This design comes from an exercise in tuning for small area and a short achievable clock period on the open sky130 flow, not from production work. Function was checked by simulation only, so behaviour that the tests miss may differ from the original. Power and IR drop assume default switching activity.

## wip/maple
==> flow/design.v (excerpt) <==
module pipelined_regfile_3stage(clk, rst, aluout,
	imem_addr, imem_rdata,
	dmem_raddr, dmem_rdata, dmem_wen, dmem_waddr, dmem_wdata);
input clk;
input rst;
output [15:0] imem_addr;
input  [15:0] imem_rdata;
output [15:0] dmem_raddr;
input  [15:0] dmem_rdata;
output dmem_wen;
output [15:0] dmem_waddr;
output [15:0] dmem_wdata;
output [15:0] aluout;
function [15:0] rev16(input [15:0] v);
	integer k;
	for (k = 0; k < 16; k = k + 1) rev16[k] = v[15-k];
endfunction
reg [15:0] pc;            
reg [15:0] ia;            
reg [15:0] a_E, b_E;
reg [3:0]  imm_E, wa_E;
reg [2:0]  op_E;
reg        v_E, we_E, ld_E, sw_E, br_E, ls_E;
reg [15:0] x_M, y_M, z_M;
reg [3:0]  wa_M;
reg        we_M, ld_M, sw_M, mul_M, srl_M;
reg [15:0] dm;            
reg [3:0]  wa_D;
reg        we_D, ld_D;
reg [15:0] alu_W, md_W;
reg [3:0]  wa_W;
reg        we_W, ld_W;
reg [15:0] rf [0:15];
wire [15:0] inst = imem_rdata;
wire [3:0] op = inst[15:12];
wire [3:0] rd = inst[11:8];
wire [3:0] rs = inst[7:4];
  ...
For scale: about 2300 cells after synthesis, ~470 flip-flops, ~120 I/O pins, roughly 0.025 mm^2 of cells after synthesis.
==> flow/config.mk <==
export PLATFORM = sky130hd
export DESIGN_NAME = pipelined_regfile_3stage
export DESIGN_NICKNAME = pipelined_regfile_3stage
export VERILOG_FILES = /design/flow/design.v
export SDC_FILE = /design/flow/constraint.sdc
export NUM_CORES = 4
export LEC_CHECK = 0
export CAP_MARGIN = 10
export CORE_MARGIN = 2
export CORE_UTILIZATION = 40
export CTS_BUF_LIST = sky130_fd_sc_hd__clkbuf_8
export CTS_CLUSTER_SIZE = 25
export PLACE_DENSITY = 0.72
export SETUP_SLACK_MARGIN = 4.5
export SLEW_MARGIN = 10
==> flow/constraint.sdc <==
create_clock -name core_clock -period 8.0 [get_ports {clk}]
set_input_delay 1.6000 -clock core_clock [delete_from_list [all_inputs] [get_ports {clk}]]
set_output_delay 1.6000 -clock core_clock [all_outputs]
set_load 0.01 [all_outputs]
standard.sh (not shown) runs the stock make flow with config.mk's settings and CLKGATE_MAP_FILE= SYNTH_SCRIPT=/design/flow/synth_recipe.tcl, a recipe that flattens the netlist after the stock synthesis.
==> flow/flow/run.sh <==
#!/bin/bash
# Standard layout, with plain buffers (instead of ORFS's default delay cell)
# on the input and output ports.
export BUFFER_PORTS_ARGS="-buffer_cell sky130_fd_sc_hd__buf_2"
bash standard.sh > standard.log 2>&1
No stage failed in wip/maple, and the final checks on the layout all came back clean.
Setup changes, wip/maple to wip/xenon
- PLACE_DENSITY: 0.72 -> unset
- SLEW_MARGIN: 10 -> 20
- CAP_MARGIN: 10 -> 20
==> comparison <==
- Compared with wip/maple, wip/xenon shows a higher clock network power share.
- In terms of multi-input combinational cell count, wip/xenon and wip/maple differ only marginally.
- Taking wip/maple as the reference point, the end-of-flow core utilization of wip/xenon falls by 0.21 points.
- Diff wip/maple -> wip/xenon: global-route wire length before repair climbed 6700 um, final critical delay including setup and external delays dropped 0.053 ns.
- Looking at final net count, wip/xenon sits about 0.4% below wip/maple.
- In wip/xenon the worst setup slack turned out 0.053 ns higher than in wip/maple.
- Going from wip/maple to wip/xenon, the number of placed instances with taps included was found to have gone up by about 0.4%.
- In the route summary, wip/xenon ends up with a via count below that of wip/maple.
Input-level comparison between wip/fjord and wip/xenon:
- swapping sky130_fd_sc_hd__clkbuf_8 for sky130_fd_sc_hd__clkbuf_16 in CTS_BUF_LIST
- swapping 4.5 for 4.55 in SETUP_SLACK_MARGIN
- putting CTS_CLUSTER_DIAMETER at 115 where nothing was set
- swapping 25 for 24 in CTS_CLUSTER_SIZE
Results
- Compared with wip/xenon, wip/fjord shows a lower met3 demand-to-capacity share in global routing.
- Cells: wip/fjord has fewer instances than wip/xenon
- Re number of logic stages on the critical path including buffering: wip/xenon was lower than wip/fjord.
Changes in wip/raven relative to wip/fjord:
- CTS_BUF_LIST: sky130_fd_sc_hd__clkbuf_16 -> sky130_fd_sc_hd__clkbuf_8
- CTS_CLUSTER_DIAMETER: 115 -> unset
- SETUP_SLACK_MARGIN: 4.55 -> 4.5
- CTS_CLUSTER_SIZE: 24 -> 25
==> flow/flow/run.sh <==
#!/bin/bash
# Standard layout, with plain buffers (instead of ORFS's default delay cell)
# on the input and output ports, and the rst and dmem_wen pins side by side
# (dmem_wen is rst gated, a path from an input straight to an output).
export BUFFER_PORTS_ARGS="-buffer_cell sky130_fd_sc_hd__buf_2"
export IO_CONSTRAINTS=$PWD/flow/io.tcl
bash standard.sh > standard.log 2>&1
==> flow/flow/io.tcl (new file) <==
set_io_pin_constraint -pin_names {rst dmem_wen} -group -order
Results
- wip/raven vs wip/fjord — minimum setup slack after placement rose 0.078 ns.
- wip/fjord → wip/raven: layout-stage area growth over the synthesis result rose 1.4 points, sequential cell count closely matched the old numbers.
- Between wip/raven and wip/fjord, it is wip/raven whose global-route usage is higher, by 0.45 points.
- As far as critical path depth in cells goes, wip/fjord and wip/raven are indistinguishable; the numbers are identical.
- Between wip/fjord and wip/raven, fraction of power consumed by the clock network increased.
- Maximum cell stage delay along the critical path (higher): wip/fjord
- Final worst-path cycle share for wip/raven: 1.4 points down relative to wip/fjord
- Power share of the sequential group for wip/raven: 9.0 points down relative to wip/fjord
- Changes observed in wip/raven relative to wip/fjord: hold slack has decreased, arrival time at the worst endpoint has decreased.
### wip/raven -> wip/umber
- CTS_CLUSTER_SIZE changed from 25 to 20
- CTS_CLUSTER_DIAMETER newly set to 100
- CTS_BUF_LIST changed from sky130_fd_sc_hd__clkbuf_8 to sky130_fd_sc_hd__clkbuf_16
- SETUP_SLACK_MARGIN changed from 4.5 to 4.4
==> flow/flow/run.sh <==
#!/bin/bash
# Standard layout, with plain buffers (instead of ORFS's default delay cell)
# on the input and output ports.
export BUFFER_PORTS_ARGS="-buffer_cell sky130_fd_sc_hd__buf_2"
bash standard.sh > standard.log 2>&1
removed: flow/flow/io.tcl
Findings:
Global-route wire length before repair in wip/umber is about 0.46% lower than in wip/raven. wip/raven consumes more power than wip/umber. Number of fillers in the final layout (higher): wip/umber. Between wip/umber and wip/raven, the difference in total instance count after detailed placement is negligible. Sort wip/umber and wip/raven by power spent charging and discharging nets, ascending, and wip/umber comes first. What wip/umber reported for post-cts resize count has to be multiplied by 1.09 to get the figure for wip/raven. Looking at period utilization, wip/umber sits 0.40 points higher than wip/raven does. Taking wip/raven as the reference point, the sequential share of layout area of wip/umber rises by 1.2 points.
Input-level comparison between wip/nickel and wip/umber:
- a deleted CTS_CLUSTER_DIAMETER that had been 100
- a deleted CTS_BUF_LIST that had been sky130_fd_sc_hd__clkbuf_16
- a change of SETUP_SLACK_MARGIN from 4.4 to 4.5
- a deleted CTS_CLUSTER_SIZE that had been 20
--- outcome ---
- wip/nickel: relative area change from synthesis to final layout 5.0 points above wip/umber
- in -> out as the type of the worst setup path was reported by wip/nickel, and reg -> reg by wip/umber.
- | power | lower: wip/umber |
- wip/nickel: flow completed, timing, DRC and antenna clean
- Against wip/umber, post-DP HPWL in wip/nickel fell by a few percent.
- wip/umber has higher per-cell via count in the routed design than wip/nickel.

==> afterwards: timing with drivers on the ports <==
How much do the figures lean on ideal ports? The routed layouts below were timed once more, with nothing changed but the port constraints. Step 1 (the two cells are an assumption about what drives the block):
set clk [get_ports {clk}]
set_driving_cell -lib_cell sky130_fd_sc_hd__clkbuf_16 $clk
set_driving_cell -lib_cell sky130_fd_sc_hd__buf_2 [delete_from_list [all_inputs] $clk]
Step 2 also shifts input and output timing later by t, the mid clock arrival at the registers, as if the neighbouring blocks saw the same clock. Three values: no drivers, after step 1, after step 2; two values: the first two.
run	t, ns	slack for setup (ns)	worst register clock-pin slew, ns	worst data-port slew with drivers (ns)	cell pins on the clock port's net
wip/maple	0.728	4.349 / 4.293 / 3.793	0.07 / 0.07	0.13	1
wip/xenon	0.738	4.402 / 4.256 / 3.767	0.07 / 0.07	0.23	1
wip/fjord	0.647	4.272 / 4.226 / 3.924	0.11 / 0.11	0.09	1
wip/raven	0.752	4.386 / 4.347 / 3.792	0.07 / 0.07	0.10	1
wip/umber	0.674	4.353 / 4.172 / 3.626	0.10 / 0.10	0.31	1
wip/nickel	0.670	4.406 / 4.262 / 3.832	0.07 / 0.07	0.22	1
After both steps setup and hold are still met in every run listed. The setup slack of wip/umber, which loses most, moves by -0.181 ns with the drivers and by -0.727 ns with both steps.
